Context: an optimization exercise on an open-source flow, tuned for small area and a short achievable clock period. The choices shown serve that exercise and are no tape-out recipe.
In this exercise RTL edits were held to simulation tests only and were not proved equivalent to the original.
Power is estimated from default activity; no workload was simulated.

## flow/design.v (module list and top-level ports; edited modules follow where they fit)
// module Xor: 9 lines
// module Full_Adder: 9 lines
// module Full_Adder32: 20 lines
// module ALU_Adder: 19 lines
// module ALU: 53 lines
// module Mult: 23 lines
// module DCache: 65 lines
// module IssueQueueInt: 125 lines
// module IssueQueueMult: 103 lines
// module IssueQueueLS: 155 lines
// module IssueUnit: 89 lines
// module FullFlags: 16 lines
// module BackEnd: 151 lines
// module tomasulo_backend: 72 lines
module tomasulo_backend (
   input                Clk,
   input                Rst,
   input       [ 4:0]   Dispatch_Rd_Tag,
   input       [31:0]   Dispatch_Rs_Data,
   input       [ 4:0]   Dispatch_Rs_Tag,
   input                Dispatch_Rs_Data_Val,
   input       [31:0]   Dispatch_Rt_Data,
   input       [ 4:0]   Dispatch_Rt_Tag,
   input                Dispatch_Rt_Data_Val,
   input       [ 3:0]   Dispatch_Opcode_Int,
   input       [ 4:0]   Dispatch_Shfamt_Int,
   input                Dispatch_Opcode_LS,
   input       [15:0]   Dispatch_Imm_LS,
   input                Dispatch_Enable_Int0,
   input                Dispatch_Enable_Int1,
   input                Dispatch_Enable_Mult,
   input                Dispatch_Enable_LS,
   output               IssueQueInt0_Full,
   output               IssueQueInt1_Full,
   output               IssueQueMult_Full,
   output               IssueQueLS_Full,
   output      [ 4:0]   CDB_Tag,
   output      [31:0]   CDB_Data,
   output               CDB_Valid,
   output               CDB_Branch,
   output               CDB_Branch_Taken,
   input                RB_Store_Ready,
   input                RB_Flush_Valid,
   output               ALU0_Overflow,
   output               ALU0_Carry_Out,
   output               ALU1_Overflow,
   output               ALU1_Carry_Out
);
  // ...
==> flow/run.sh <==
#!/bin/bash
# synth_recipe.tcl (not shown) runs the flow's synth.tcl, then flattens the netlist and writes it again
# the make line also repeats each setting of config.mk as NAME=value (left out here)
make -C /OpenROAD-flow-scripts/flow DESIGN_CONFIG=/design/flow/config.mk WORK_HOME=/design/flow/orfs CLKGATE_MAP_FILE= SYNTH_SCRIPT=/design/flow/synth_recipe.tcl finish
==> flow/config.mk <==
export PLATFORM = sky130hd
export DESIGN_NAME = tomasulo_backend
export DESIGN_NICKNAME = tomasulo_backend
export VERILOG_FILES = /design/flow/design.v
export SDC_FILE = /design/flow/constraint.sdc
export NUM_CORES = 4
export LEC_CHECK = 0
export CAP_MARGIN = 20
export CORE_MARGIN = 2
export CORE_UTILIZATION = 35
export SLEW_MARGIN = 20
==> flow/constraint.sdc <==
create_clock -name core_clock -period 28.0 [get_ports {Clk}]
set_input_delay 5.6000 -clock core_clock [delete_from_list [all_inputs] [get_ports {Clk}]]
set_output_delay 5.6000 -clock core_clock [all_outputs]
set_load 0.01 [all_outputs]
==> results.ini, run 1 <==
[grt]
grt.total_usage_pct=24.4
grt_overflow=0

[place]
dp_cells=15700
post-place-ws_ns=13.71
gp_congestion=0.982
place_area_um2=124000

[setup_path]
startpoint_type=input port
slowest_stage=nor3_1
crit_top_cell=clkdlybuf4s50_1

[logic_synthesis]
synth_edf_count=788
syn_inst=11700
synthXorXnorAreaFrac_pct=2.53
synth_area_um2=117000
ys_seq_area_share_pct=50.0
ys_types=123
yosysTopAreaCell=dfrtp_1

[run_status]
run_status=complete, no violations

[power_and_ir_drop]
p_total_mw=17.9
pg_seq_mw=4.71

[finish]
layout_commonest_cell=nand2_1
layout-drive-gt1-share_pct=13.2
nNonClkInverters=322
finish.utilization_pct=39.7
largestClassByArea=registers
buffer_area_share_pct=3.05
nMultiInputCombCells=8273
stdcell_count=16200
diodes=8

[routing]
routed_via_density=5.78
drt_iter0_markers=12200
wirelength_um=426000
wl_per_cell_um=26.4

[timing]
setup_tns_ns=0
setup_viol=0
grt_setup_unrepaired=false

[cts]
cts_htree_levels=4
clk-insertion-delay-late_ns=0.95
ctsHoldBuffers=0
cts_buffers=243
cts.clk_slew.worst_paths_ns=0.06
cts.repair.resized=0

[worst_hold_path]
min_delay_path_depth=0

[floorplan]
start_util_pct=35.1
dieWidth_um=583

==> module Mult, before the edit <==
module Mult (
   input                Clk,
   input       [15:0]   OpA,
   input       [15:0]   OpB,
   input       [ 4:0]   Tag_In,
   output      [31:0]   Result,
   output      [ 4:0]   Tag_Out
);
   reg [15:0] a_reg, b_reg;
   reg [31:0] p1_reg, p2_reg;
   reg [ 4:0] t0_reg, t1_reg, t2_reg;
   always @(posedge Clk) begin
      a_reg  <= OpA;
      b_reg  <= OpB;
      p1_reg <= a_reg * b_reg;
      p2_reg <= p1_reg;
      t0_reg <= Tag_In;
      t1_reg <= t0_reg;
      t2_reg <= t1_reg;
   end
   assign Result  = p2_reg;
   assign Tag_Out = t2_reg;
endmodule
==> module DCache, before the edit <==
module DCache (
   input                Clk,
   input                Rst,
   input       [31:0]   Store_Data,
   input       [ 6:0]   Address,
   input                Store,
   output      [31:0]   Load_Data
);
   integer i;
   reg [7:0] bank0 [0:31];
   reg [7:0] bank1 [0:31];
   reg [7:0] bank2 [0:31];
   reg [7:0] bank3 [0:31];
   wire [1:0] off  = Address[1:0];
   wire [4:0] row  = Address[6:2];
   wire [4:0] rown = Address[6:2] + 5'd1;
   wire [4:0] row0 = (off > 2'd0) ? rown : row;
   wire [4:0] row1 = (off > 2'd1) ? rown : row;
   wire [4:0] row2 = (off > 2'd2) ? rown : row;
   wire [4:0] row3 = row;
   wire [7:0] b0 = bank0[row0];
   wire [7:0] b1 = bank1[row1];
   wire [7:0] b2 = bank2[row2];
   wire [7:0] b3 = bank3[row3];
   assign Load_Data = (off == 2'd0) ? {b3, b2, b1, b0} :
                      (off == 2'd1) ? {b0, b3, b2, b1} :
                      (off == 2'd2) ? {b1, b0, b3, b2} :
                                      {b2, b1, b0, b3};
   wire [7:0] d0 = Store_Data[ 7: 0];
   wire [7:0] d1 = Store_Data[15: 8];
   wire [7:0] d2 = Store_Data[23:16];
   wire [7:0] d3 = Store_Data[31:24];
   wire [7:0] w0 = (off == 2'd0) ? d0 : (off == 2'd1) ? d3 : (off == 2'd2) ? d2 : d1;
   wire [7:0] w1 = (off == 2'd0) ? d1 : (off == 2'd1) ? d0 : (off == 2'd2) ? d3 : d2;
   wire [7:0] w2 = (off == 2'd0) ? d2 : (off == 2'd1) ? d1 : (off == 2'd2) ? d0 : d3;
   wire [7:0] w3 = (off == 2'd0) ? d3 : (off == 2'd1) ? d2 : (off == 2'd2) ? d1 : d0;
   function [31:0] init_word(input integer r);
      case (r)
         0: init_word = 4;
         1: init_word = 5;
         2: init_word = 3;
         3: init_word = 9;
         4: init_word = 15;
         5: init_word = 1;
         6: init_word = 2;
         7: init_word = 2;
         8: init_word = 20;
         9: init_word = 7;
         default: init_word = 0;
      endcase
   endfunction
   always @(posedge Clk, posedge Rst) begin
      if (Rst) begin
         for (i = 0; i < 32; i = i + 1) begin
            {bank3[i], bank2[i], bank1[i], bank0[i]} <= init_word(i);
         end
      end
      else if (Store) begin
         bank0[row0] <= w0;
         bank1[row1] <= w1;
         bank2[row2] <= w2;
         bank3[row3] <= w3;
      end
   end
endmodule
==> module IssueUnit, before the edit <==
module IssueUnit (
   input                Clk,
   input                Rst,
   input                RB_Store_Ready,
   input                Ready_Int0,
   input                Ready_Int1,
   input                Ready_Mult,
   input                Load_1,         
   input                Load_0,         
   input                Store_1,        
   input                AllValid_Int0,
   input                AllValid_Int1,
   input                AllValid_LS,
   output               Issue_Int0,
   output               Issue_Int1,
   output               Issue_LS,
   output               Int_Sel1,       
   output               IssueQueInt0_Full,
   output               IssueQueInt1_Full,
   output               IssueQueLS_Full,
   input       [ 4:0]   Int_Tag,
   input       [31:0]   Int_Result,
   input                Int_Branch,
   input                Int_Branch_Taken,
   input       [ 4:0]   LS_Tag,
   input       [31:0]   LS_Result,
   input       [ 4:0]   Mult_Tag,
   input       [31:0]   Mult_Result,
   output reg  [ 4:0]   CDB_Tag,
   output reg  [31:0]   CDB_Data,
   output reg           CDB_Valid,
   output reg           CDB_Branch,
   output reg           CDB_Branch_Taken
);
   reg [2:0] slot;       
   reg [1:0] LRU_reg;
   wire mult_done = slot[2];
   wire int_first = LRU_reg[1];
   wire i0_first  = LRU_reg[0];
   wire pick1 = ~mult_done & (i0_first ? (~Ready_Int0 & Ready_Int1) : Ready_Int1);
   wire pick0 = ~mult_done & (i0_first ? Ready_Int0 : (~Ready_Int1 & Ready_Int0));
   wire ls_ok = ~mult_done & ~(int_first & (Ready_Int0 | Ready_Int1));
   wire Issue_LS_1   = ls_ok & Load_1;
   wire Issue_LS_0   = ls_ok & Load_0;
   wire Issue_Int1_1 = pick1 & ~(~int_first & Load_1);
   wire Issue_Int1_0 = pick1 & ~(~int_first & Load_0);
   wire Issue_Int0_1 = pick0 & ~(~int_first & Load_1);
   wire Issue_Int0_0 = pick0 & ~(~int_first & Load_0);
   assign Issue_LS   = RB_Store_Ready ? Issue_LS_1   : Issue_LS_0;
   assign Issue_Int1 = RB_Store_Ready ? Issue_Int1_1 : Issue_Int1_0;
   assign Issue_Int0 = RB_Store_Ready ? Issue_Int0_1 : Issue_Int0_0;
   FullFlags FullFlags_inst0 (
      .RB_Store_Ready (RB_Store_Ready),
      .Int0_Full_1    (AllValid_Int0 & ~Issue_Int0_1),
      .Int0_Full_0    (AllValid_Int0 & ~Issue_Int0_0),
      .Int1_Full_1    (AllValid_Int1 & ~Issue_Int1_1),
      .Int1_Full_0    (AllValid_Int1 & ~Issue_Int1_0),
      .LS_Full_1      (AllValid_LS & ~(Store_1 | Issue_LS_1)),
      .LS_Full_0      (AllValid_LS & ~Issue_LS_0),
      .Int0_Full      (IssueQueInt0_Full),
      .Int1_Full      (IssueQueInt1_Full),
      .LS_Full        (IssueQueLS_Full)
   );
   assign Int_Sel1 = i0_first ? ~Ready_Int0 : Ready_Int1;
   wire [1:0] LRU_next = Issue_LS   ? {1'b1, LRU_reg[0]} :
                         Issue_Int1 ? 2'b01 :
                         Issue_Int0 ? 2'b00 : LRU_reg;
   wire int_issue = Issue_Int0 | Issue_Int1;
   always @(posedge Clk, posedge Rst) begin
      if (Rst) begin
         slot             <= 3'b000;
         LRU_reg          <= 2'b10;
         CDB_Tag          <= 5'b0;
         CDB_Data         <= 32'b0;
         CDB_Valid        <= 1'b0;
         CDB_Branch       <= 1'b0;
         CDB_Branch_Taken <= 1'b0;
      end
      else begin
         slot    <= {slot[1:0], Ready_Mult};
         LRU_reg <= LRU_next;
         CDB_Valid        <= mult_done | Issue_LS | int_issue;
         CDB_Tag          <= mult_done ? Mult_Tag    : Issue_LS ? LS_Tag    : int_issue ? Int_Tag    : 5'b0;
         CDB_Data         <= mult_done ? Mult_Result : Issue_LS ? LS_Result : int_issue ? Int_Result : 32'b0;
         CDB_Branch       <= int_issue & Int_Branch;
         CDB_Branch_Taken <= int_issue & Int_Branch_Taken;
      end
   end
endmodule
==> run 2: changes to the inputs <==
--- a/flow/design.v
+++ b/flow/design.v
@@ -119,10 +119,441 @@
    reg [15:0] a_reg, b_reg;
    reg [31:0] p1_reg, p2_reg;
    reg [ 4:0] t0_reg, t1_reg, t2_reg;
+   reg [420:1] n;
+   reg [255:0] pp;
+   reg [31:0] ra, rb;
+   integer gi, gj;
+   always @(*) begin
+      for (gi = 0; gi < 16; gi = gi + 1)
+         for (gj = 0; gj < 16; gj = gj + 1)
+            pp[gi*16+gj] = a_reg[gi] & b_reg[gj];
+      n[1] = pp[13] ^ pp[28];
+      n[2] = pp[13] & pp[28];
+      n[3] = pp[14] ^ pp[29] ^ pp[44];
+      n[4] = (pp[14] & pp[29]) | (pp[14] & pp[44]) | (pp[29] & pp[44]);
+      n[5] = pp[59] ^ pp[74];
+      n[6] = pp[59] & pp[74];
+      n[7] = pp[15] ^ pp[30] ^ pp[45];
+      n[8] = (pp[15] & pp[30]) | (pp[15] & pp[45]) | (pp[30] & pp[45]);
+      n[9] = pp[60] ^ pp[75] ^ pp[90];
+      n[10] = (pp[60] & pp[75]) | (pp[60] & pp[90]) | (pp[75] & pp[90]);
+      n[11] = pp[105] ^ pp[120];
+      n[12] = pp[105] & pp[120];
+      n[13] = pp[31] ^ pp[46] ^ pp[61];
+      n[14] = (pp[31] & pp[46]) | (pp[31] & pp[61]) | (pp[46] & pp[61]);
+      n[15] = pp[76] ^ pp[91] ^ pp[106];
+      n[16] = (pp[76] & pp[91]) | (pp[76] & pp[106]) | (pp[91] & pp[106]);
+      n[17] = pp[121] ^ pp[136];
+      n[18] = pp[121] & pp[136];
+      n[19] = pp[47] ^ pp[62] ^ pp[77];
+      n[20] = (pp[47] & pp[62]) | (pp[47] & pp[77]) | (pp[62] & pp[77]);
+      n[21] = pp[92] ^ pp[107] ^ pp[122];
+      n[22] = (pp[92] & pp[107]) | (pp[92] & pp[122]) | (pp[107] & pp[122]);
+      n[23] = pp[63] ^ pp[78] ^ pp[93];
+      n[24] = (pp[63] & pp[78]) | (pp[63] & pp[93]) | (pp[78] & pp[93]);
+      n[25] = pp[9] ^ pp[24];
+      n[26] = pp[9] & pp[24];
+      n[27] = pp[10] ^ pp[25] ^ pp[40];
+      n[28] = (pp[10] & pp[25]) | (pp[10] & pp[40]) | (pp[25] & pp[40]);
+      n[29] = pp[55] ^ pp[70];
+      n[30] = pp[55] & pp[70];
+      n[31] = pp[11] ^ pp[26] ^ pp[41];
+      n[32] = (pp[11] & pp[26]) | (pp[11] & pp[41]) | (pp[26] & pp[41]);
+      n[33] = pp[56] ^ pp[71] ^ pp[86];
+      n[34] = (pp[56] & pp[71]) | (pp[56] & pp[86]) | (pp[71] & pp[86]);
+      n[35] = pp[101] ^ pp[116];
+      n[36] = pp[101] & pp[116];
+      n[37] = pp[12] ^ pp[27] ^ pp[42];
+      n[38] = (pp[12] & pp[27]) | (pp[12] & pp[42]) | (pp[27] & pp[42]);
+      n[39] = pp[57] ^ pp[72] ^ pp[87];
+      n[40] = (pp[57] & pp[72]) | (pp[57] & pp[87]) | (pp[72] & pp[87]);
+      n[41] = pp[102] ^ pp[117] ^ pp[132];
+      n[42] = (pp[102] & pp[117]) | (pp[102] & pp[132]) | (pp[117] & pp[132]);
+      n[43] = pp[147] ^ pp[162];
+      n[44] = pp[147] & pp[162];
+      n[45] = n[1] ^ pp[43] ^ pp[58];
+      n[46] = (n[1] & pp[43]) | (n[1] & pp[58]) | (pp[43] & pp[58]);
+      n[47] = pp[73] ^ pp[88] ^ pp[103];
+      n[48] = (pp[73] & pp[88]) | (pp[73] & pp[103]) | (pp[88] & pp[103]);
+      n[49] = pp[118] ^ pp[133] ^ pp[148];
+      n[50] = (pp[118] & pp[133]) | (pp[118] & pp[148]) | (pp[133] & pp[148]);
+      n[51] = pp[163] ^ pp[178] ^ pp[193];
+      n[52] = (pp[163] & pp[178]) | (pp[163] & pp[193]) | (pp[178] & pp[193]);
+      n[53] = n[2] ^ n[3] ^ n[5];
+      n[54] = (n[2] & n[3]) | (n[2] & n[5]) | (n[3] & n[5]);
+      n[55] = pp[89] ^ pp[104] ^ pp[119];
+      n[56] = (pp[89] & pp[104]) | (pp[89] & pp[119]) | (pp[104] & pp[119]);
+      n[57] = pp[134] ^ pp[149] ^ pp[164];
+      n[58] = (pp[134] & pp[149]) | (pp[134] & pp[164]) | (pp[149] & pp[164]);
+      n[59] = pp[179] ^ pp[194] ^ pp[209];
+      n[60] = (pp[179] & pp[194]) | (pp[179] & pp[209]) | (pp[194] & pp[209]);
+      n[61] = n[4] ^ n[6] ^ n[7];
+      n[62] = (n[4] & n[6]) | (n[4] & n[7]) | (n[6] & n[7]);
+      n[63] = n[9] ^ n[11] ^ pp[135];
+      n[64] = (n[9] & n[11]) | (n[9] & pp[135]) | (n[11] & pp[135]);
+      n[65] = pp[150] ^ pp[165] ^ pp[180];
+      n[66] = (pp[150] & pp[165]) | (pp[150] & pp[180]) | (pp[165] & pp[180]);
+      n[67] = pp[195] ^ pp[210] ^ pp[225];
+      n[68] = (pp[195] & pp[210]) | (pp[195] & pp[225]) | (pp[210] & pp[225]);
+      n[69] = n[8] ^ n[10] ^ n[12];
+      n[70] = (n[8] & n[10]) | (n[8] & n[12]) | (n[10] & n[12]);
+      n[71] = n[13] ^ n[15] ^ n[17];
+      n[72] = (n[13] & n[15]) | (n[13] & n[17]) | (n[15] & n[17]);
+      n[73] = pp[151] ^ pp[166] ^ pp[181];
+      n[74] = (pp[151] & pp[166]) | (pp[151] & pp[181]) | (pp[166] & pp[181]);
+      n[75] = pp[196] ^ pp[211] ^ pp[226];
+      n[76] = (pp[196] & pp[211]) | (pp[196] & pp[226]) | (pp[211] & pp[226]);
+      n[77] = n[14] ^ n[16] ^ n[18];
+      n[78] = (n[14] & n[16]) | (n[14] & n[18]) | (n[16] & n[18]);
+      n[79] = n[19] ^ n[21] ^ pp[137];
+      n[80] = (n[19] & n[21]) | (n[19] & pp[137]) | (n[21] & pp[137]);
+      n[81] = pp[152] ^ pp[167] ^ pp[182];
+      n[82] = (pp[152] & pp[167]) | (pp[152] & pp[182]) | (pp[167] & pp[182]);
+      n[83] = pp[197] ^ pp[212] ^ pp[227];
+      n[84] = (pp[197] & pp[212]) | (pp[197] & pp[227]) | (pp[212] & pp[227]);
+      n[85] = n[20] ^ n[22] ^ n[23];
+      n[86] = (n[20] & n[22]) | (n[20] & n[23]) | (n[22] & n[23]);
+      n[87] = pp[108] ^ pp[123] ^ pp[138];
+      n[88] = (pp[108] & pp[123]) | (pp[108] & pp[138]) | (pp[123] & pp[138]);
+      n[89] = pp[153] ^ pp[168] ^ pp[183];
+      n[90] = (pp[153] & pp[168]) | (pp[153] & pp[183]) | (pp[168] & pp[183]);
+      n[91] = pp[198] ^ pp[213] ^ pp[228];
+      n[92] = (pp[198] & pp[213]) | (pp[198] & pp[228]) | (pp[213] & pp[228]);
+      n[93] = n[24] ^ pp[79] ^ pp[94];
+      n[94] = (n[24] & pp[79]) | (n[24] & pp[94]) | (pp[79] & pp[94]);
+      n[95] = pp[109] ^ pp[124] ^ pp[139];
+      n[96] = (pp[109] & pp[124]) | (pp[109] & pp[139]) | (pp[124] & pp[139]);
+      n[97] = pp[154] ^ pp[169] ^ pp[184];
+      n[98] = (pp[154] & pp[169]) | (pp[154] & pp[184]) | (pp[169] & pp[184]);
+      n[99] = pp[199] ^ pp[214] ^ pp[229];
+      n[100] = (pp[199] & pp[214]) | (pp[199] & pp[229]) | (pp[214] & pp[229]);
+      n[101] = pp[95] ^ pp[110] ^ pp[125];
+      n[102] = (pp[95] & pp[110]) | (pp[95] & pp[125]) | (pp[110] & pp[125]);
+      n[103] = pp[140] ^ pp[155] ^ pp[170];
+      n[104] = (pp[140] & pp[155]) | (pp[140] & pp[170]) | (pp[155] & pp[170]);
+      n[105] = pp[185] ^ pp[200] ^ pp[215];
+      n[106] = (pp[185] & pp[200]) | (pp[185] & pp[215]) | (pp[200] & pp[215]);
+      n[107] = pp[111] ^ pp[126] ^ pp[141];
+      n[108] = (pp[111] & pp[126]) | (pp[111] & pp[141]) | (pp[126] & pp[141]);
+      n[109] = pp[156] ^ pp[171] ^ pp[186];
+      n[110] = (pp[156] & pp[171]) | (pp[156] & pp[186]) | (pp[171] & pp[186]);
+      n[111] = pp[127] ^ pp[142] ^ pp[157];
+      n[112] = (pp[127] & pp[142]) | (pp[127] & pp[157]) | (pp[142] & pp[157]);
+      n[113] = pp[6] ^ pp[21];
+      n[114] = pp[6] & pp[21];
+      n[115] = pp[7] ^ pp[22] ^ pp[37];
+      n[116] = (pp[7] & pp[22]) | (pp[7] & pp[37]) | (pp[22] & pp[37]);
+      n[117] = pp[52] ^ pp[67];
+      n[118] = pp[52] & pp[67];
+      n[119] = pp[8] ^ pp[23] ^ pp[38];
+      n[120] = (pp[8] & pp[23]) | (pp[8] & pp[38]) | (pp[23] & pp[38]);
+      n[121] = pp[53] ^ pp[68] ^ pp[83];
+      n[122] = (pp[53] & pp[68]) | (pp[53] & pp[83]) | (pp[68] & pp[83]);
+      n[123] = pp[98] ^ pp[113];
+      n[124] = pp[98] & pp[113];
+      n[125] = n[25] ^ pp[39] ^ pp[54];
+      n[126] = (n[25] & pp[39]) | (n[25] & pp[54]) | (pp[39] & pp[54]);
+      n[127] = pp[69] ^ pp[84] ^ pp[99];
+      n[128] = (pp[69] & pp[84]) | (pp[69] & pp[99]) | (pp[84] & pp[99]);
+      n[129] = pp[114] ^ pp[129] ^ pp[144];
+      n[130] = (pp[114] & pp[129]) | (pp[114] & pp[144]) | (pp[129] & pp[144]);
+      n[131] = n[26] ^ n[27] ^ n[29];
+      n[132] = (n[26] & n[27]) | (n[26] & n[29]) | (n[27] & n[29]);
+      n[133] = pp[85] ^ pp[100] ^ pp[115];
+      n[134] = (pp[85] & pp[100]) | (pp[85] & pp[115]) | (pp[100] & pp[115]);
+      n[135] = pp[130] ^ pp[145] ^ pp[160];
+      n[136] = (pp[130] & pp[145]) | (pp[130] & pp[160]) | (pp[145] & pp[160]);
+      n[137] = n[28] ^ n[30] ^ n[31];
+      n[138] = (n[28] & n[30]) | (n[28] & n[31]) | (n[30] & n[31]);
+      n[139] = n[33] ^ n[35] ^ pp[131];
+      n[140] = (n[33] & n[35]) | (n[33] & pp[131]) | (n[35] & pp[131]);
+      n[141] = pp[146] ^ pp[161] ^ pp[176];
+      n[142] = (pp[146] & pp[161]) | (pp[146] & pp[176]) | (pp[161] & pp[176]);
+      n[143] = n[32] ^ n[34] ^ n[36];
+      n[144] = (n[32] & n[34]) | (n[32] & n[36]) | (n[34] & n[36]);
+      n[145] = n[37] ^ n[39] ^ n[41];
+      n[146] = (n[37] & n[39]) | (n[37] & n[41]) | (n[39] & n[41]);
+      n[147] = n[43] ^ pp[177] ^ pp[192];
+      n[148] = (n[43] & pp[177]) | (n[43] & pp[192]) | (pp[177] & pp[192]);
+      n[149] = n[38] ^ n[40] ^ n[42];
+      n[150] = (n[38] & n[40]) | (n[38] & n[42]) | (n[40] & n[42]);
+      n[151] = n[44] ^ n[45] ^ n[47];
+      n[152] = (n[44] & n[45]) | (n[44] & n[47]) | (n[45] & n[47]);
+      n[153] = n[49] ^ n[51] ^ pp[208];
+      n[154] = (n[49] & n[51]) | (n[49] & pp[208]) | (n[51] & pp[208]);
+      n[155] = n[46] ^ n[48] ^ n[50];
+      n[156] = (n[46] & n[48]) | (n[46] & n[50]) | (n[48] & n[50]);
+      n[157] = n[52] ^ n[53] ^ n[55];
+      n[158] = (n[52] & n[53]) | (n[52] & n[55]) | (n[53] & n[55]);
+      n[159] = n[57] ^ n[59] ^ pp[224];
+      n[160] = (n[57] & n[59]) | (n[57] & pp[224]) | (n[59] & pp[224]);
+      n[161] = n[54] ^ n[56] ^ n[58];
+      n[162] = (n[54] & n[56]) | (n[54] & n[58]) | (n[56] & n[58]);
+      n[163] = n[60] ^ n[61] ^ n[63];
+      n[164] = (n[60] & n[61]) | (n[60] & n[63]) | (n[61] & n[63]);
+      n[165] = n[65] ^ n[67] ^ pp[240];
+      n[166] = (n[65] & n[67]) | (n[65] & pp[240]) | (n[67] & pp[240]);
+      n[167] = n[62] ^ n[64] ^ n[66];
+      n[168] = (n[62] & n[64]) | (n[62] & n[66]) | (n[64] & n[66]);
+      n[169] = n[68] ^ n[69] ^ n[71];
+      n[170] = (n[68] & n[69]) | (n[68] & n[71]) | (n[69] & n[71]);
+      n[171] = n[73] ^ n[75] ^ pp[241];
+      n[172] = (n[73] & n[75]) | (n[73] & pp[241]) | (n[75] & pp[241]);
+      n[173] = n[70] ^ n[72] ^ n[74];
+      n[174] = (n[70] & n[72]) | (n[70] & n[74]) | (n[72] & n[74]);
+      n[175] = n[76] ^ n[77] ^ n[79];
+      n[176] = (n[76] & n[77]) | (n[76] & n[79]) | (n[77] & n[79]);
+      n[177] = n[81] ^ n[83] ^ pp[242];
+      n[178] = (n[81] & n[83]) | (n[81] & pp[242]) | (n[83] & pp[242]);
+      n[179] = n[78] ^ n[80] ^ n[82];
+      n[180] = (n[78] & n[80]) | (n[78] & n[82]) | (n[80] & n[82]);
+      n[181] = n[84] ^ n[85] ^ n[87];
+      n[182] = (n[84] & n[85]) | (n[84] & n[87]) | (n[85] & n[87]);
+      n[183] = n[89] ^ n[91] ^ pp[243];
+      n[184] = (n[89] & n[91]) | (n[89] & pp[243]) | (n[91] & pp[243]);
+      n[185] = n[86] ^ n[88] ^ n[90];
+      n[186] = (n[86] & n[88]) | (n[86] & n[90]) | (n[88] & n[90]);
+      n[187] = n[92] ^ n[93] ^ n[95];
+      n[188] = (n[92] & n[93]) | (n[92] & n[95]) | (n[93] & n[95]);
+      n[189] = n[97] ^ n[99] ^ pp[244];
+      n[190] = (n[97] & n[99]) | (n[97] & pp[244]) | (n[99] & pp[244]);
+      n[191] = n[94] ^ n[96] ^ n[98];
+      n[192] = (n[94] & n[96]) | (n[94] & n[98]) | (n[96] & n[98]);
+      n[193] = n[100] ^ n[101] ^ n[103];
+      n[194] = (n[100] & n[101]) | (n[100] & n[103]) | (n[101] & n[103]);
+      n[195] = n[105] ^ pp[230] ^ pp[245];
+      n[196] = (n[105] & pp[230]) | (n[105] & pp[245]) | (pp[230] & pp[245]);
+      n[197] = n[102] ^ n[104] ^ n[106];
+      n[198] = (n[102] & n[104]) | (n[102] & n[106]) | (n[104] & n[106]);
+      n[199] = n[107] ^ n[109] ^ pp[201];
+      n[200] = (n[107] & n[109]) | (n[107] & pp[201]) | (n[109] & pp[201]);
+      n[201] = pp[216] ^ pp[231] ^ pp[246];
+      n[202] = (pp[216] & pp[231]) | (pp[216] & pp[246]) | (pp[231] & pp[246]);
+      n[203] = n[108] ^ n[110] ^ n[111];
+      n[204] = (n[108] & n[110]) | (n[108] & n[111]) | (n[110] & n[111]);
+      n[205] = pp[172] ^ pp[187] ^ pp[202];
+      n[206] = (pp[172] & pp[187]) | (pp[172] & pp[202]) | (pp[187] & pp[202]);
+      n[207] = pp[217] ^ pp[232] ^ pp[247];
+      n[208] = (pp[217] & pp[232]) | (pp[217] & pp[247]) | (pp[232] & pp[247]);
+      n[209] = n[112] ^ pp[143] ^ pp[158];
+      n[210] = (n[112] & pp[143]) | (n[112] & pp[158]) | (pp[143] & pp[158]);
+      n[211] = pp[173] ^ pp[188] ^ pp[203];
+      n[212] = (pp[173] & pp[188]) | (pp[173] & pp[203]) | (pp[188] & pp[203]);
+      n[213] = pp[218] ^ pp[233] ^ pp[248];
+      n[214] = (pp[218] & pp[233]) | (pp[218] & pp[248]) | (pp[233] & pp[248]);
+      n[215] = pp[159] ^ pp[174] ^ pp[189];
+      n[216] = (pp[159] & pp[174]) | (pp[159] & pp[189]) | (pp[174] & pp[189]);
+      n[217] = pp[204] ^ pp[219] ^ pp[234];
+      n[218] = (pp[204] & pp[219]) | (pp[204] & pp[234]) | (pp[219] & pp[234]);
+      n[219] = pp[175] ^ pp[190] ^ pp[205];
+      n[220] = (pp[175] & pp[190]) | (pp[175] & pp[205]) | (pp[190] & pp[205]);
+      n[221] = pp[4] ^ pp[19];
+      n[222] = pp[4] & pp[19];
+      n[223] = pp[5] ^ pp[20] ^ pp[35];
+      n[224] = (pp[5] & pp[20]) | (pp[5] & pp[35]) | (pp[20] & pp[35]);
+      n[225] = pp[50] ^ pp[65];
+      n[226] = pp[50] & pp[65];
+      n[227] = n[113] ^ pp[36] ^ pp[51];
+      n[228] = (n[113] & pp[36]) | (n[113] & pp[51]) | (pp[36] & pp[51]);
+      n[229] = pp[66] ^ pp[81] ^ pp[96];
+      n[230] = (pp[66] & pp[81]) | (pp[66] & pp[96]) | (pp[81] & pp[96]);
+      n[231] = n[114] ^ n[115] ^ n[117];
+      n[232] = (n[114] & n[115]) | (n[114] & n[117]) | (n[115] & n[117]);
+      n[233] = pp[82] ^ pp[97] ^ pp[112];
+      n[234] = (pp[82] & pp[97]) | (pp[82] & pp[112]) | (pp[97] & pp[112]);
+      n[235] = n[116] ^ n[118] ^ n[119];
+      n[236] = (n[116] & n[118]) | (n[116] & n[119]) | (n[118] & n[119]);
+      n[237] = n[121] ^ n[123] ^ pp[128];
+      n[238] = (n[121] & n[123]) | (n[121] & pp[128]) | (n[123] & pp[128]);
+      n[239] = n[120] ^ n[122] ^ n[124];
+      n[240] = (n[120] & n[122]) | (n[120] & n[124]) | (n[122] & n[124]);
+      n[241] = n[125] ^ n[127] ^ n[129];
+      n[242] = (n[125] & n[127]) | (n[125] & n[129]) | (n[127] & n[129]);
+      n[243] = n[126] ^ n[128] ^ n[130];
+      n[244] = (n[126] & n[128]) | (n[126] & n[130]) | (n[128] & n[130]);
+      n[245] = n[131] ^ n[133] ^ n[135];
+      n[246] = (n[131] & n[133]) | (n[131] & n[135]) | (n[133] & n[135]);
+      n[247] = n[132] ^ n[134] ^ n[136];
+      n[248] = (n[132] & n[134]) | (n[132] & n[136]) | (n[134] & n[136]);
+      n[249] = n[137] ^ n[139] ^ n[141];
+      n[250] = (n[137] & n[139]) | (n[137] & n[141]) | (n[139] & n[141]);
+      n[251] = n[138] ^ n[140] ^ n[142];
+      n[252] = (n[138] & n[140]) | (n[138] & n[142]) | (n[140] & n[142]);
+      n[253] = n[143] ^ n[145] ^ n[147];
+      n[254] = (n[143] & n[145]) | (n[143] & n[147]) | (n[145] & n[147]);
+      n[255] = n[144] ^ n[146] ^ n[148];
+      n[256] = (n[144] & n[146]) | (n[144] & n[148]) | (n[146] & n[148]);
+      n[257] = n[149] ^ n[151] ^ n[153];
+      n[258] = (n[149] & n[151]) | (n[149] & n[153]) | (n[151] & n[153]);
+      n[259] = n[150] ^ n[152] ^ n[154];
+      n[260] = (n[150] & n[152]) | (n[150] & n[154]) | (n[152] & n[154]);
+      n[261] = n[155] ^ n[157] ^ n[159];
+      n[262] = (n[155] & n[157]) | (n[155] & n[159]) | (n[157] & n[159]);
+      n[263] = n[156] ^ n[158] ^ n[160];
+      n[264] = (n[156] & n[158]) | (n[156] & n[160]) | (n[158] & n[160]);
+      n[265] = n[161] ^ n[163] ^ n[165];
+      n[266] = (n[161] & n[163]) | (n[161] & n[165]) | (n[163] & n[165]);
+      n[267] = n[162] ^ n[164] ^ n[166];
+      n[268] = (n[162] & n[164]) | (n[162] & n[166]) | (n[164] & n[166]);
+      n[269] = n[167] ^ n[169] ^ n[171];
+      n[270] = (n[167] & n[169]) | (n[167] & n[171]) | (n[169] & n[171]);
+      n[271] = n[168] ^ n[170] ^ n[172];
+      n[272] = (n[168] & n[170]) | (n[168] & n[172]) | (n[170] & n[172]);
+      n[273] = n[173] ^ n[175] ^ n[177];
+      n[274] = (n[173] & n[175]) | (n[173] & n[177]) | (n[175] & n[177]);
+      n[275] = n[174] ^ n[176] ^ n[178];
+      n[276] = (n[174] & n[176]) | (n[174] & n[178]) | (n[176] & n[178]);
+      n[277] = n[179] ^ n[181] ^ n[183];
+      n[278] = (n[179] & n[181]) | (n[179] & n[183]) | (n[181] & n[183]);
+      n[279] = n[180] ^ n[182] ^ n[184];
+      n[280] = (n[180] & n[182]) | (n[180] & n[184]) | (n[182] & n[184]);
+      n[281] = n[185] ^ n[187] ^ n[189];
+      n[282] = (n[185] & n[187]) | (n[185] & n[189]) | (n[187] & n[189]);
+      n[283] = n[186] ^ n[188] ^ n[190];
+      n[284] = (n[186] & n[188]) | (n[186] & n[190]) | (n[188] & n[190]);
+      n[285] = n[191] ^ n[193] ^ n[195];
+      n[286] = (n[191] & n[193]) | (n[191] & n[195]) | (n[193] & n[195]);
+      n[287] = n[192] ^ n[194] ^ n[196];
+      n[288] = (n[192] & n[194]) | (n[192] & n[196]) | (n[194] & n[196]);
+      n[289] = n[197] ^ n[199] ^ n[201];
+      n[290] = (n[197] & n[199]) | (n[197] & n[201]) | (n[199] & n[201]);
+      n[291] = n[198] ^ n[200] ^ n[202];
+      n[292] = (n[198] & n[200]) | (n[198] & n[202]) | (n[200] & n[202]);
+      n[293] = n[203] ^ n[205] ^ n[207];
+      n[294] = (n[203] & n[205]) | (n[203] & n[207]) | (n[205] & n[207]);
+      n[295] = n[204] ^ n[206] ^ n[208];
+      n[296] = (n[204] & n[206]) | (n[204] & n[208]) | (n[206] & n[208]);
+      n[297] = n[209] ^ n[211] ^ n[213];
+      n[298] = (n[209] & n[211]) | (n[209] & n[213]) | (n[211] & n[213]);
+      n[299] = n[210] ^ n[212] ^ n[214];
+      n[300] = (n[210] & n[212]) | (n[210] & n[214]) | (n[212] & n[214]);
+      n[301] = n[215] ^ n[217] ^ pp[249];
+      n[302] = (n[215] & n[217]) | (n[215] & pp[249]) | (n[217] & pp[249]);
+      n[303] = n[216] ^ n[218] ^ n[219];
+      n[304] = (n[216] & n[218]) | (n[216] & n[219]) | (n[218] & n[219]);
+      n[305] = pp[220] ^ pp[235] ^ pp[250];
+      n[306] = (pp[220] & pp[235]) | (pp[220] & pp[250]) | (pp[235] & pp[250]);
+      n[307] = n[220] ^ pp[191] ^ pp[206];
+      n[308] = (n[220] & pp[191]) | (n[220] & pp[206]) | (pp[191] & pp[206]);
+      n[309] = pp[221] ^ pp[236] ^ pp[251];
+      n[310] = (pp[221] & pp[236]) | (pp[221] & pp[251]) | (pp[236] & pp[251]);
+      n[311] = pp[207] ^ pp[222] ^ pp[237];
+      n[312] = (pp[207] & pp[222]) | (pp[207] & pp[237]) | (pp[222] & pp[237]);
+      n[313] = pp[3] ^ pp[18];
+      n[314] = pp[3] & pp[18];
+      n[315] = n[221] ^ pp[34] ^ pp[49];
+      n[316] = (n[221] & pp[34]) | (n[221] & pp[49]) | (pp[34] & pp[49]);
+      n[317] = n[222] ^ n[223] ^ n[225];
+      n[318] = (n[222] & n[223]) | (n[222] & n[225]) | (n[223] & n[225]);
+      n[319] = n[224] ^ n[226] ^ n[227];
+      n[320] = (n[224] & n[226]) | (n[224] & n[227]) | (n[226] & n[227]);
+      n[321] = n[228] ^ n[230] ^ n[231];
+      n[322] = (n[228] & n[230]) | (n[228] & n[231]) | (n[230] & n[231]);
+      n[323] = n[232] ^ n[234] ^ n[235];
+      n[324] = (n[232] & n[234]) | (n[232] & n[235]) | (n[234] & n[235]);
+      n[325] = n[236] ^ n[238] ^ n[239];
+      n[326] = (n[236] & n[238]) | (n[236] & n[239]) | (n[238] & n[239]);
+      n[327] = n[240] ^ n[242] ^ n[243];
+      n[328] = (n[240] & n[242]) | (n[240] & n[243]) | (n[242] & n[243]);
+      n[329] = n[244] ^ n[246] ^ n[247];
+      n[330] = (n[244] & n[246]) | (n[244] & n[247]) | (n[246] & n[247]);
+      n[331] = n[248] ^ n[250] ^ n[251];
+      n[332] = (n[248] & n[250]) | (n[248] & n[251]) | (n[250] & n[251]);
+      n[333] = n[252] ^ n[254] ^ n[255];
+      n[334] = (n[252] & n[254]) | (n[252] & n[255]) | (n[254] & n[255]);
+      n[335] = n[256] ^ n[258] ^ n[259];
+      n[336] = (n[256] & n[258]) | (n[256] & n[259]) | (n[258] & n[259]);
+      n[337] = n[260] ^ n[262] ^ n[263];
+      n[338] = (n[260] & n[262]) | (n[260] & n[263]) | (n[262] & n[263]);
+      n[339] = n[264] ^ n[266] ^ n[267];
+      n[340] = (n[264] & n[266]) | (n[264] & n[267]) | (n[266] & n[267]);
+      n[341] = n[268] ^ n[270] ^ n[271];
+      n[342] = (n[268] & n[270]) | (n[268] & n[271]) | (n[270] & n[271]);
+      n[343] = n[272] ^ n[274] ^ n[275];
+      n[344] = (n[272] & n[274]) | (n[272] & n[275]) | (n[274] & n[275]);
+      n[345] = n[276] ^ n[278] ^ n[279];
+      n[346] = (n[276] & n[278]) | (n[276] & n[279]) | (n[278] & n[279]);
+      n[347] = n[280] ^ n[282] ^ n[283];
+      n[348] = (n[280] & n[282]) | (n[280] & n[283]) | (n[282] & n[283]);
+      n[349] = n[284] ^ n[286] ^ n[287];
+      n[350] = (n[284] & n[286]) | (n[284] & n[287]) | (n[286] & n[287]);
+      n[351] = n[288] ^ n[290] ^ n[291];
+      n[352] = (n[288] & n[290]) | (n[288] & n[291]) | (n[290] & n[291]);
+      n[353] = n[292] ^ n[294] ^ n[295];
+      n[354] = (n[292] & n[294]) | (n[292] & n[295]) | (n[294] & n[295]);
+      n[355] = n[296] ^ n[298] ^ n[299];
+      n[356] = (n[296] & n[298]) | (n[296] & n[299]) | (n[298] & n[299]);
+      n[357] = n[300] ^ n[302] ^ n[303];
+      n[358] = (n[300] & n[302]) | (n[300] & n[303]) | (n[302] & n[303]);
+      n[359] = n[304] ^ n[306] ^ n[307];
+      n[360] = (n[304] & n[306]) | (n[304] & n[307]) | (n[306] & n[307]);
+      n[361] = n[308] ^ n[310] ^ n[311];
+      n[362] = (n[308] & n[310]) | (n[308] & n[311]) | (n[310] & n[311]);
+      n[363] = n[312] ^ pp[223] ^ pp[238];
+      n[364] = (n[312] & pp[223]) | (n[312] & pp[238]) | (pp[223] & pp[238]);
+      n[365] = pp[2] ^ pp[17];
+      n[366] = pp[2] & pp[17];
+      n[367] = n[313] ^ pp[33] ^ pp[48];
+      n[368] = (n[313] & pp[33]) | (n[313] & pp[48]) | (pp[33] & pp[48]);
+      n[369] = n[314] ^ n[315] ^ pp[64];
+      n[370] = (n[314] & n[315]) | (n[314] & pp[64]) | (n[315] & pp[64]);
+      n[371] = n[316] ^ n[317] ^ pp[80];
+      n[372] = (n[316] & n[317]) | (n[316] & pp[80]) | (n[317] & pp[80]);
+      n[373] = n[318] ^ n[319] ^ n[229];
+      n[374] = (n[318] & n[319]) | (n[318] & n[229]) | (n[319] & n[229]);
+      n[375] = n[320] ^ n[321] ^ n[233];
+      n[376] = (n[320] & n[321]) | (n[320] & n[233]) | (n[321] & n[233]);
+      n[377] = n[322] ^ n[323] ^ n[237];
+      n[378] = (n[322] & n[323]) | (n[322] & n[237]) | (n[323] & n[237]);
+      n[379] = n[324] ^ n[325] ^ n[241];
+      n[380] = (n[324] & n[325]) | (n[324] & n[241]) | (n[325] & n[241]);
+      n[381] = n[326] ^ n[327] ^ n[245];
+      n[382] = (n[326] & n[327]) | (n[326] & n[245]) | (n[327] & n[245]);
+      n[383] = n[328] ^ n[329] ^ n[249];
+      n[384] = (n[328] & n[329]) | (n[328] & n[249]) | (n[329] & n[249]);
+      n[385] = n[330] ^ n[331] ^ n[253];
+      n[386] = (n[330] & n[331]) | (n[330] & n[253]) | (n[331] & n[253]);
+      n[387] = n[332] ^ n[333] ^ n[257];
+      n[388] = (n[332] & n[333]) | (n[332] & n[257]) | (n[333] & n[257]);
+      n[389] = n[334] ^ n[335] ^ n[261];
+      n[390] = (n[334] & n[335]) | (n[334] & n[261]) | (n[335] & n[261]);
+      n[391] = n[336] ^ n[337] ^ n[265];
+      n[392] = (n[336] & n[337]) | (n[336] & n[265]) | (n[337] & n[265]);
+      n[393] = n[338] ^ n[339] ^ n[269];
+      n[394] = (n[338] & n[339]) | (n[338] & n[269]) | (n[339] & n[269]);
+      n[395] = n[340] ^ n[341] ^ n[273];
+      n[396] = (n[340] & n[341]) | (n[340] & n[273]) | (n[341] & n[273]);
+      n[397] = n[342] ^ n[343] ^ n[277];
+      n[398] = (n[342] & n[343]) | (n[342] & n[277]) | (n[343] & n[277]);
+      n[399] = n[344] ^ n[345] ^ n[281];
+      n[400] = (n[344] & n[345]) | (n[344] & n[281]) | (n[345] & n[281]);
+      n[401] = n[346] ^ n[347] ^ n[285];
+      n[402] = (n[346] & n[347]) | (n[346] & n[285]) | (n[347] & n[285]);
+      n[403] = n[348] ^ n[349] ^ n[289];
+      n[404] = (n[348] & n[349]) | (n[348] & n[289]) | (n[349] & n[289]);
+      n[405] = n[350] ^ n[351] ^ n[293];
+      n[406] = (n[350] & n[351]) | (n[350] & n[293]) | (n[351] & n[293]);
+      n[407] = n[352] ^ n[353] ^ n[297];
+      n[408] = (n[352] & n[353]) | (n[352] & n[297]) | (n[353] & n[297]);
+      n[409] = n[354] ^ n[355] ^ n[301];
+      n[410] = (n[354] & n[355]) | (n[354] & n[301]) | (n[355] & n[301]);
+      n[411] = n[356] ^ n[357] ^ n[305];
+      n[412] = (n[356] & n[357]) | (n[356] & n[305]) | (n[357] & n[305]);
+      n[413] = n[358] ^ n[359] ^ n[309];
+      n[414] = (n[358] & n[359]) | (n[358] & n[309]) | (n[359] & n[309]);
+      n[415] = n[360] ^ n[361] ^ pp[252];
+      n[416] = (n[360] & n[361]) | (n[360] & pp[252]) | (n[361] & pp[252]);
+      n[417] = n[362] ^ n[363] ^ pp[253];
+      n[418] = (n[362] & n[363]) | (n[362] & pp[253]) | (n[363] & pp[253]);
+      n[419] = n[364] ^ pp[239] ^ pp[254];
+      n[420] = (n[364] & pp[239]) | (n[364] & pp[254]) | (pp[239] & pp[254]);
+      ra = {1'b0, n[420], n[418], n[416], n[414], n[412], n[410], n[408], n[406], n[404], n[402], n[400], n[398], n[396], n[394], n[392], n[390], n[388], n[386], n[384], n[382], n[380], n[378], n[376], n[374], n[372], n[370], n[368], n[366], n[365], pp[1], pp[0]};
+      rb = {1'b0, pp[255], n[419], n[417], n[415], n[413], n[411], n[409], n[407], n[405], n[403], n[401], n[399], n[397], n[395], n[393], n[391], n[389], n[387], n[385], n[383], n[381], n[379], n[377], n[375], n[373], n[371], n[369], n[367], pp[32], pp[16], 1'b0};
+   end
    always @(posedge Clk) begin
       a_reg  <= OpA;
       b_reg  <= OpB;
-      p1_reg <= a_reg * b_reg;
+      p1_reg <= ra + rb;
       p2_reg <= p1_reg;
       t0_reg <= Tag_In;
       t1_reg <= t0_reg;
@@ -135,8 +566,9 @@
    input                Clk,
    input                Rst,
    input       [31:0]   Store_Data,
-   input       [ 6:0]   Address,
+   input       [11:0]   Store_Address,    
    input                Store,
+   input       [11:0]   Load_Address,
    output      [31:0]   Load_Data
 );
    integer i;
@@ -144,21 +576,28 @@
    reg [7:0] bank1 [0:31];
    reg [7:0] bank2 [0:31];
    reg [7:0] bank3 [0:31];
-   wire [1:0] off  = Address[1:0];
-   wire [4:0] row  = Address[6:2];
-   wire [4:0] rown = Address[6:2] + 5'd1;
+   wire [1:0] roff  = Load_Address[1:0];
+   wire [4:0] rrow  = Load_Address[6:2];
+   wire [4:0] rrown = Load_Address[11:7];
+   wire [4:0] rrow0 = (roff > 2'd0) ? rrown : rrow;
+   wire [4:0] rrow1 = (roff > 2'd1) ? rrown : rrow;
+   wire [4:0] rrow2 = (roff > 2'd2) ? rrown : rrow;
+   wire [4:0] rrow3 = rrow;
+   wire [7:0] b0 = bank0[rrow0];
+   wire [7:0] b1 = bank1[rrow1];
+   wire [7:0] b2 = bank2[rrow2];
+   wire [7:0] b3 = bank3[rrow3];
+   assign Load_Data = (roff == 2'd0) ? {b3, b2, b1, b0} :
+                      (roff == 2'd1) ? {b0, b3, b2, b1} :
+                      (roff == 2'd2) ? {b1, b0, b3, b2} :
+                                       {b2, b1, b0, b3};
+   wire [1:0] off  = Store_Address[1:0];
+   wire [4:0] row  = Store_Address[6:2];
+   wire [4:0] rown = Store_Address[11:7];
    wire [4:0] row0 = (off > 2'd0) ? rown : row;
    wire [4:0] row1 = (off > 2'd1) ? rown : row;
    wire [4:0] row2 = (off > 2'd2) ? rown : row;
    wire [4:0] row3 = row;
-   wire [7:0] b0 = bank0[row0];
-   wire [7:0] b1 = bank1[row1];
-   wire [7:0] b2 = bank2[row2];
-   wire [7:0] b3 = bank3[row3];
-   assign Load_Data = (off == 2'd0) ? {b3, b2, b1, b0} :
-                      (off == 2'd1) ? {b0, b3, b2, b1} :
-                      (off == 2'd2) ? {b1, b0, b3, b2} :
-                                      {b2, b1, b0, b3};
    wire [7:0] d0 = Store_Data[ 7: 0];
    wire [7:0] d1 = Store_Data[15: 8];
    wire [7:0] d2 = Store_Data[23:16];
@@ -231,20 +670,21 @@
    reg [31:0] rtd  [0:3];
    reg        rtv  [0:3];
    reg        v    [0:3];
+   reg  [3:0] sel;
    wire r0 = rsv[0] & rtv[0] & v[0];
    wire r1 = rsv[1] & rtv[1] & v[1];
    wire r2 = rsv[2] & rtv[2] & v[2];
    wire r3 = rsv[3] & rtv[3] & v[3];
-   wire s1 = ~r0 & r1;
-   wire s2 = ~r0 & ~r1 & r2;
-   wire s3 = ~r0 & ~r1 & ~r2 & r3;
-   wire s0 = ~(s1 | s2 | s3);
+   wire s0 = sel[0];
+   wire s1 = sel[1];
+   wire s2 = sel[2];
+   wire s3 = sel[3];
    assign IssueQue_Ready = r0 | r1 | r2 | r3;
    assign IssueQue_Rs_Data = ({32{s0}} & rsd[0]) | ({32{s1}} & rsd[1]) | ({32{s2}} & rsd[2]) | ({32{s3}} & rsd[3]);
    assign IssueQue_Rt_Data = ({32{s0}} & rtd[0]) | ({32{s1}} & rtd[1]) | ({32{s2}} & rtd[2]) | ({32{s3}} & rtd[3]);
    assign IssueQue_Rd_Tag  = ({ 5{s0}} & rd [0]) | ({ 5{s1}} & rd [1]) | ({ 5{s2}} & rd [2]) | ({ 5{s3}} & rd [3]);
    assign IssueQue_Opcode  = ({ 4{s0}} & op [0]) | ({ 4{s1}} & op [1]) | ({ 4{s2}} & op [2]) | ({ 4{s3}} & op [3]);
-   wire i0 = Issueblk_Issue & r0;
+   wire i0 = Issueblk_Issue & s0;
    wire i1 = Issueblk_Issue & s1;
    wire i2 = Issueblk_Issue & s2;
    wire i3 = Issueblk_Issue & s3;
@@ -296,14 +736,24 @@
          mrt[i] = CDB_Valid & ~nrtv[i] & (CDB_Tag == nrtt[i]);
       end
    end
+   wire rn0 = (mrs[0] | nrsv[0]) & (mrt[0] | nrtv[0]) & vn0;
+   wire rn1 = (mrs[1] | nrsv[1]) & (mrt[1] | nrtv[1]) & vn1;
+   wire rn2 = (mrs[2] | nrsv[2]) & (mrt[2] | nrtv[2]) & vn2;
+   wire rn3 = (mrs[3] | nrsv[3]) & (mrt[3] | nrtv[3]) & vn3;
+   wire sn1 = ~rn0 & rn1;
+   wire sn2 = ~rn0 & ~rn1 & rn2;
+   wire sn3 = ~rn0 & ~rn1 & ~rn2 & rn3;
+   wire [3:0] sel_next = {sn3, sn2, sn1, ~(sn1 | sn2 | sn3)};
    always @(posedge Clk, posedge Rst) begin
       if (Rst) begin
+         sel <= 4'b0001;
          for (i = 0; i < 4; i = i + 1) begin
             op[i] <= 4'b0;
             v [i] <= 1'b0;
          end
       end
       else begin
+         sel <= sel_next;
          v[0] <= vn0; v[1] <= vn1; v[2] <= vn2; v[3] <= vn3;
          for (i = 0; i < 4; i = i + 1)
             op[i] <= nop[i];
@@ -445,8 +895,9 @@
    output               Load_1,             
    output               Store_1,            
    output               Load_0,             
-   output      [31:0]   IssueQue_Data,
-   output      [ 6:0]   IssueQue_Address,
+   output      [31:0]   IssueQue_Data,      
+   output      [11:0]   Load_Address,       
+   output      [11:0]   Store_Address,
    output      [ 4:0]   IssueQue_Rd_Tag,
    input                IssueUnit_Issue,    
    output               IssueQue_Store,     
@@ -485,15 +936,25 @@
    assign Load_1   = (c0_1 & op[0]) | (s1_1 & op[1]) | (s2_1 & op[2]) | (s3_1 & op[3]);
    assign Store_1  = Ready_1 & ~Load_1;
    assign Load_0   = c0_0 | s1_0 | s2_0 | s3_0;
+   wire s0_1 = ~(s1_1 | s2_1 | s3_1);
+   wire s0_0 = ~(s1_0 | s2_0 | s3_0);
    wire c0 = RB_Store_Ready ? c0_1 : c0_0;
    wire s1 = RB_Store_Ready ? s1_1 : s1_0;
    wire s2 = RB_Store_Ready ? s2_1 : s2_0;
    wire s3 = RB_Store_Ready ? s3_1 : s3_0;
-   wire s0 = ~(s1 | s2 | s3);
-   assign IssueQue_Address = ({ 7{s0}} & af[0]) | ({ 7{s1}} & af[1]) | ({ 7{s2}} & af[2]) | ({ 7{s3}} & af[3]);
-   assign IssueQue_Rd_Tag  = ({ 5{s0}} & rd[0]) | ({ 5{s1}} & rd[1]) | ({ 5{s2}} & rd[2]) | ({ 5{s3}} & rd[3]);
-   assign IssueQue_Data    = ({32{s0}} & {rth[0], rtl[0]}) | ({32{s1}} & {rth[1], rtl[1]}) |
-                             ({32{s2}} & {rth[2], rtl[2]}) | ({32{s3}} & {rth[3], rtl[3]});
+   wire [11:0] ax0 = {af[0][6:2] + 5'd1, af[0]};
+   wire [11:0] ax1 = {af[1][6:2] + 5'd1, af[1]};
+   wire [11:0] ax2 = {af[2][6:2] + 5'd1, af[2]};
+   wire [11:0] ax3 = {af[3][6:2] + 5'd1, af[3]};
+   wire [11:0] ax_1 = ({12{s0_1}} & ax0) | ({12{s1_1}} & ax1) | ({12{s2_1}} & ax2) | ({12{s3_1}} & ax3);
+   wire [11:0] ax_0 = ({12{s0_0}} & ax0) | ({12{s1_0}} & ax1) | ({12{s2_0}} & ax2) | ({12{s3_0}} & ax3);
+   wire [ 4:0] rd_1 = ({ 5{s0_1}} & rd[0]) | ({ 5{s1_1}} & rd[1]) | ({ 5{s2_1}} & rd[2]) | ({ 5{s3_1}} & rd[3]);
+   wire [ 4:0] rd_0 = ({ 5{s0_0}} & rd[0]) | ({ 5{s1_0}} & rd[1]) | ({ 5{s2_0}} & rd[2]) | ({ 5{s3_0}} & rd[3]);
+   assign Load_Address  = RB_Store_Ready ? ax_1 : ax_0;
+   assign IssueQue_Rd_Tag = RB_Store_Ready ? rd_1 : rd_0;
+   assign Store_Address = ax_1;
+   assign IssueQue_Data = ({32{s0_1}} & {rth[0], rtl[0]}) | ({32{s1_1}} & {rth[1], rtl[1]}) |
+                          ({32{s2_1}} & {rth[2], rtl[2]}) | ({32{s3_1}} & {rth[3], rtl[3]});
    wire store = RB_Store_Ready & Store_1;
    assign IssueQue_Store = store;
    wire issue = store | IssueUnit_Issue;
@@ -596,9 +1057,12 @@
    output               Issue_Int1,
    output               Issue_LS,
    output               Int_Sel1,       
-   output               IssueQueInt0_Full,
-   output               IssueQueInt1_Full,
-   output               IssueQueLS_Full,
+   output               Int0_Full_1,
+   output               Int0_Full_0,
+   output               Int1_Full_1,
+   output               Int1_Full_0,
+   output               LS_Full_1,
+   output               LS_Full_0,
    input       [ 4:0]   Int_Tag,
    input       [31:0]   Int_Result,
    input                Int_Branch,
@@ -630,18 +1094,12 @@
    assign Issue_LS   = RB_Store_Ready ? Issue_LS_1   : Issue_LS_0;
    assign Issue_Int1 = RB_Store_Ready ? Issue_Int1_1 : Issue_Int1_0;
    assign Issue_Int0 = RB_Store_Ready ? Issue_Int0_1 : Issue_Int0_0;
-   FullFlags FullFlags_inst0 (
-      .RB_Store_Ready (RB_Store_Ready),
-      .Int0_Full_1    (AllValid_Int0 & ~Issue_Int0_1),
-      .Int0_Full_0    (AllValid_Int0 & ~Issue_Int0_0),
-      .Int1_Full_1    (AllValid_Int1 & ~Issue_Int1_1),
-      .Int1_Full_0    (AllValid_Int1 & ~Issue_Int1_0),
-      .LS_Full_1      (AllValid_LS & ~(Store_1 | Issue_LS_1)),
-      .LS_Full_0      (AllValid_LS & ~Issue_LS_0),
-      .Int0_Full      (IssueQueInt0_Full),
-      .Int1_Full      (IssueQueInt1_Full),
-      .LS_Full        (IssueQueLS_Full)
-   );
+   assign Int0_Full_1 = AllValid_Int0 & ~Issue_Int0_1;
+   assign Int0_Full_0 = AllValid_Int0 & ~Issue_Int0_0;
+   assign Int1_Full_1 = AllValid_Int1 & ~Issue_Int1_1;
+   assign Int1_Full_0 = AllValid_Int1 & ~Issue_Int1_0;
+   assign LS_Full_1   = AllValid_LS & ~(Store_1 | Issue_LS_1);
+   assign LS_Full_0   = AllValid_LS & ~Issue_LS_0;
    assign Int_Sel1 = i0_first ? ~Ready_Int0 : Ready_Int1;
    wire [1:0] LRU_next = Issue_LS   ? {1'b1, LRU_reg[0]} :
                          Issue_Int1 ? 2'b01 :
@@ -702,10 +1160,13 @@
    input                Dispatch_Enable_Int1,
    input                Dispatch_Enable_Mult,
    input                Dispatch_Enable_LS,
-   output               IssueQueInt0_Full,
-   output               IssueQueInt1_Full,
+   output               Int0_Full_1,    
+   output               Int0_Full_0,
+   output               Int1_Full_1,
+   output               Int1_Full_0,
    output               IssueQueMult_Full,
-   output               IssueQueLS_Full,
+   output               LS_Full_1,
+   output               LS_Full_0,
    input       [ 4:0]   CDB_Tag_In,
    input       [31:0]   CDB_Data_In,
    input                CDB_Valid_In,
@@ -734,7 +1195,7 @@
    wire        LS_Load_1, LS_Load_0, LS_Store_1, LS_Ready_1, LS_Store;
    wire        Int0_AllValid, Int1_AllValid, LS_AllValid;
    wire [31:0] LS_Data, Load_Data;
-   wire [ 6:0] LS_Address;
+   wire [11:0] LS_Load_Address, LS_Store_Address;
    wire [ 4:0] LS_Tag;
    IssueQueueInt IssueQueueInt_inst0 (
       .Clk(Clk), .Rst(Rst),
@@ -810,13 +1271,15 @@
       .Dispatch_Enable(Dispatch_Enable_LS), .IssueQue_AllValid(LS_AllValid),
       .CDB_Tag(CDB_Tag_In), .CDB_Data(CDB_Data_In), .CDB_Valid(CDB_Valid_In),
       .Ready_1(LS_Ready_1), .Load_1(LS_Load_1), .Store_1(LS_Store_1), .Load_0(LS_Load_0),
-      .IssueQue_Data(LS_Data), .IssueQue_Address(LS_Address), .IssueQue_Rd_Tag(LS_Tag),
+      .IssueQue_Data(LS_Data), .Load_Address(LS_Load_Address), .Store_Address(LS_Store_Address),
+      .IssueQue_Rd_Tag(LS_Tag),
       .IssueUnit_Issue(Issue_LS), .IssueQue_Store(LS_Store),
       .RB_Store_Ready(RB_Store_Ready), .RB_Flush_Valid(RB_Flush_Valid)
    );
    DCache DCache_inst0 (
       .Clk(Clk), .Rst(Rst),
-      .Store_Data(LS_Data), .Address(LS_Address), .Store(LS_Store),
+      .Store_Data(LS_Data), .Store_Address(LS_Store_Address), .Store(LS_Store),
+      .Load_Address(LS_Load_Address),
       .Load_Data(Load_Data)
    );
    IssueUnit IssueUnit_inst0 (
@@ -826,7 +1289,8 @@
       .Load_1(LS_Load_1), .Load_0(LS_Load_0), .Store_1(LS_Store_1),
       .AllValid_Int0(Int0_AllValid), .AllValid_Int1(Int1_AllValid), .AllValid_LS(LS_AllValid),
       .Issue_Int0(Issue_Int0), .Issue_Int1(Issue_Int1), .Issue_LS(Issue_LS), .Int_Sel1(Int_Sel1),
-      .IssueQueInt0_Full(IssueQueInt0_Full), .IssueQueInt1_Full(IssueQueInt1_Full), .IssueQueLS_Full(IssueQueLS_Full),
+      .Int0_Full_1(Int0_Full_1), .Int0_Full_0(Int0_Full_0), .Int1_Full_1(Int1_Full_1), .Int1_Full_0(Int1_Full_0),
+      .LS_Full_1(LS_Full_1), .LS_Full_0(LS_Full_0),
       .Int_Tag(Alu_Tag), .Int_Result(Alu_Result),
       .Int_Branch(Alu_Branch), .Int_Branch_Taken(Alu_Branch_Taken),
       .LS_Tag(LS_Tag), .LS_Result(Load_Data),
@@ -869,6 +1333,19 @@
    output               ALU1_Overflow,
    output               ALU1_Carry_Out
 );
+   wire Int0_Full_1, Int0_Full_0, Int1_Full_1, Int1_Full_0, LS_Full_1, LS_Full_0;
+   FullFlags FullFlags_inst0 (
+   .RB_Store_Ready        (RB_Store_Ready),
+   .Int0_Full_1           (Int0_Full_1),
+   .Int0_Full_0           (Int0_Full_0),
+   .Int1_Full_1           (Int1_Full_1),
+   .Int1_Full_0           (Int1_Full_0),
+   .LS_Full_1             (LS_Full_1),
+   .LS_Full_0             (LS_Full_0),
+   .Int0_Full             (IssueQueInt0_Full),
+   .Int1_Full             (IssueQueInt1_Full),
+   .LS_Full               (IssueQueLS_Full)
+   );
    BackEnd BackEnd_inst0 (
    .Clk                   (Clk),
    .Rst                   (Rst),
@@ -887,10 +1364,13 @@
    .Dispatch_Enable_Int1  (Dispatch_Enable_Int1),
    .Dispatch_Enable_Mult  (Dispatch_Enable_Mult),
    .Dispatch_Enable_LS    (Dispatch_Enable_LS),
-   .IssueQueInt0_Full     (IssueQueInt0_Full),
-   .IssueQueInt1_Full     (IssueQueInt1_Full),
+   .Int0_Full_1           (Int0_Full_1),
+   .Int0_Full_0           (Int0_Full_0),
+   .Int1_Full_1           (Int1_Full_1),
+   .Int1_Full_0           (Int1_Full_0),
    .IssueQueMult_Full     (IssueQueMult_Full),
-   .IssueQueLS_Full       (IssueQueLS_Full),
+   .LS_Full_1             (LS_Full_1),
+   .LS_Full_0             (LS_Full_0),
    .CDB_Tag_In            (CDB_Tag),
    .CDB_Data_In           (CDB_Data),
    .CDB_Valid_In          (CDB_Valid),
==> flow/flow/run.sh (new file) <==
#!/bin/bash
# The standard layout (standard.sh, with its synthesis unchanged), with:
#  - timing repair aimed at a setup target tighter than the clock period,
#  - buf_4 cells as the port buffers,
set -euo pipefail
bash standard.sh \
  SETUP_SLACK_MARGIN=16.5 \
  "BUFFER_PORTS_ARGS=-buffer_cell sky130_fd_sc_hd__buf_4" \
  "CTS_ARGS=-sink_clustering_enable -repair_clock_nets -dont_use_dummy_load -sink_clustering_size 20 -buf_list {sky130_fd_sc_hd__clkbuf_4 sky130_fd_sc_hd__clkbuf_8}" \
  finish > make_finish.log 2>&1
==> flow/standard.sh (new file) <==
#!/bin/bash
# synth_recipe.tcl (not shown) runs the flow's synth.tcl, then flattens the netlist and writes it again
# the make line also repeats each setting of config.mk as NAME=value (left out here)
make -C /OpenROAD-flow-scripts/flow DESIGN_CONFIG=/design/flow/config.mk WORK_HOME=/design/flow/orfs CLKGATE_MAP_FILE= SYNTH_SCRIPT=/design/flow/synth_recipe.tcl "${@:-finish}"
--- a/flow/config.mk
+++ b/flow/config.mk
@@ -7,5 +7,7 @@
 export LEC_CHECK = 0
 export CAP_MARGIN = 20
 export CORE_MARGIN = 2
-export CORE_UTILIZATION = 35
+export CORE_UTILIZATION = 60
 export SLEW_MARGIN = 20
+export SYNTH_HIERARCHICAL = 1
+export SYNTH_MINIMUM_KEEP_SIZE = 20000
removed: flow/run.sh
==> results.ini, run 2 <==
[logic_synthesis]
yosys.area.top_type_share_pct=24.2
synth_compound_area_share_pct=18.0
syn_inst=12100  ; +3.0%
synthArstFlopShare_pct=52.4
synth_area_leaders=dfrtp_1, edfxtp_1, mux2_2, nand2_1, dfxtp_1
synthTopCellsByCount=nand2_1, dfrtp_1, nor2_1, a21oi_1, o21ai_0
ys_types=109  ; -11%
yosysTopAreaCell=dfrtp_1
synth_nets=12500
ys_seq_area_share_pct=49.3  ; -0.75 points
synth_fa_ha_area_share_pct=4.95
synth_edf_count=788  ; unchanged
synthSimpleGateAreaFrac_pct=13.2
synthXorXnorAreaFrac_pct=2.61  ; +0.086 points
synth_area_um2=119000  ; +1.9%

[grt]
antenna_found_initial=32
grt_overflow=0  ; unchanged
grt_pass1_wl_um=658000
grt.total_usage_pct=44.1  ; +20 points

[routing]
wl_per_cell_um=30.8  ; +17%
firstDrtPassIters=14
wirelength_um=456000  ; +7.0%
routed_via_density=6.89  ; +19%
ant_nets=0
drc=0
drt_iter0_markers=15200  ; +24%

[timing]
setup_tns_ns=0  ; unchanged
skew_ns=0.134
setup_viol=0  ; unchanged
worst_slack_ns=15.41
min_period_over_period_pct=45.0
slew_violations=0
hold_viol=0
grt_setup_unrepaired=true
min_period_ns=12.59

[floorplan]
core_area_um2=198000
start_util_pct=60.4  ; +25 points
dieWidth_um=450  ; -23%
die_area_um2=203000
die_h_um=450

[power_and_ir_drop]
p_clk_share_pct=14.6
p_switching_mw=8.23
power_density_nw_per_um2=129
ir_worst_vdd_mv=0.330
p_int_mw=8.54
p_total_mw=16.8  ; -6.4%

[job]
max_cap_violations=0

[finish]
layout_commonest_cell=nand2_1
nets=12600
layout-drive-gt1-share_pct=14.8  ; +1.7 points
final_cell_mix=nand2_1, dfrtp_1, nor2_1
areaGrowthSynthToFinish_pct=9.33

[setup_path]
critPathMaxFanout=12
cpPeakStageDelay_ns=0.46
cp.arrival_ns=6.99
cp_cell_sequence=buf_16 -> inv_16 -> a31oi_4 -> buf_4 -> nand3_2 -> nand2_8 -> nor2_4 -> buf_6
startpoint_type=input port
slowest_stage=nand3_2
crit_path_end_kind=output pin

[cts]
cts_buffers=384  ; +58%
clk-insertion-delay-late_ns=1.14  ; +0.19 ns
ctsHoldBuffers=0  ; unchanged
clock_sinks=2248
cts.clk_slew.worst_paths_ns=0.06  ; about the same
cts_tree=done
cts_htree_levels=5  ; +1

[place]
dpl.hpwl_um=311000
gp_congestion=1.01  ; +2.5%
post-place-ws_ns=14.41  ; +0.700 ns
io_buffers=153

[run_status]
run_status=complete, no violations

[run 2: cells by family after synthesis]
family                   Yosys count
adder cells (fa/ha/maj)          353
flip-flops                      2248
multiplexers                     875
AND/OR/NAND/NOR                 3634
XOR/XNOR                         356
AO/OA/AOI/OAI                   3355
buffers and inverters           1229
[run 2: final timing paths]
path / startpoint / endpoint / slack, ns / depth (start not counted)
setup / recovery: RB_Store_Ready / IssueQueLS_Full / 15.41 / 8
hold / removal: BackEnd_inst0.Mult_inst0.p1_reg[22]$_DFF_P_ / BackEnd_inst0.Mult_inst0.p2_reg[22]$_DFF_P_ / 0.30 / 0
setup reg to reg: BackEnd_inst0.IssueQueueLS_inst0.rsv[0]$_DFF_PP0_ / BackEnd_inst0.IssueUnit_inst0.CDB_Data[3]$_DFF_PP0_ / 19.90 / 15
hold reg to reg: BackEnd_inst0.Mult_inst0.p1_reg[22]$_DFF_P_ / BackEnd_inst0.Mult_inst0.p2_reg[22]$_DFF_P_ / 0.30 / 0
max in group asynchronous: Rst / BackEnd_inst0.IssueQueueInt_inst0.sel[3]$_DFF_PP0_ / 19.90 / 6
min in group asynchronous: Rst / BackEnd_inst0.DCache_inst0.bank1[25][5]$_DFFE_PP0P_ / 4.73 / 3
[run 2: routing by layer]
metal / wire length, µm / vias to the layer above / global-route usage, %
li1: - / 43400 / -
met1: 174000 / 49900 / 60.4
met2: 192000 / 7094 / 62.9
met3: 62600 / 1450 / 13.9
met4: 27300 / 24 / 23.0
met5: 333 / - / 0
[run 2: worst max-delay path, delay by kind of cell]
| family | cells | cell delay (ns) |
|---|---|---|
| buffers and inverters | 4 | 0.44 |
| AOI/OAI and AO/OA | 1 | 0.15 |
| and+or+nand+nor | 3 | 0.79 |
[run 2: what timing repair did]
item / in CTS / in global routing
setup endpoints to repair: 7 / 7
gates cloned: 7 / 1
gates resized for setup: 103 / 63
pin swaps: 32 / 54
buffers inserted: 51 / 43
[run 2: cell type report]
cell class,instances,area (µm²)
Timing Repair inverter,1,8.76
Sequential cell,2248,58800
Fill cell,15700,67100
Multi-Input combinational cell,8573,56900
Clock buffer,384,5290
Antenna cell,19,47.5
Tap cell,2640,3300
Timing Repair Buffer,576,4790
Inverter,357,1360
[run 2: power groups by stage]
stage                     logic, mW  clock network (mW)  registers (mW)
after floorplan                5.91                   0            4.50
after global placement         8.82                   0            4.67
after detailed placement       8.97                   0            4.70
after CTS                      9.15                2.45            4.65
after global routing           10.2                2.58            4.72
final                          9.66                2.45            4.66
[run 2: per-stage QoR]
stage | hold WS, ns | area (µm²) | std cells | util (%)
floorplan | 0.310 | 119000 | 12100 | -
global placement | 0.310 | 123000 | 14300 | 62.4
detailed placement | 0.312 | 123000 | 14300 | 62.4
CTS | 0.304 | 130000 | 14700 | 65.6
global route | 0.315 | 130000 | 14800 | 66.0
finish | 0.298 | 131000 | 14800 | 66.0

Re-timed with assumed drivers on the ports (clkbuf_16 on the clock, buf_2 on other inputs), run 2 has 15.195 ns of setup slack against 15.413 ns with ideal ports, and 15.195 ns once port delays also move by the mid clock arrival of 1.178 ns.
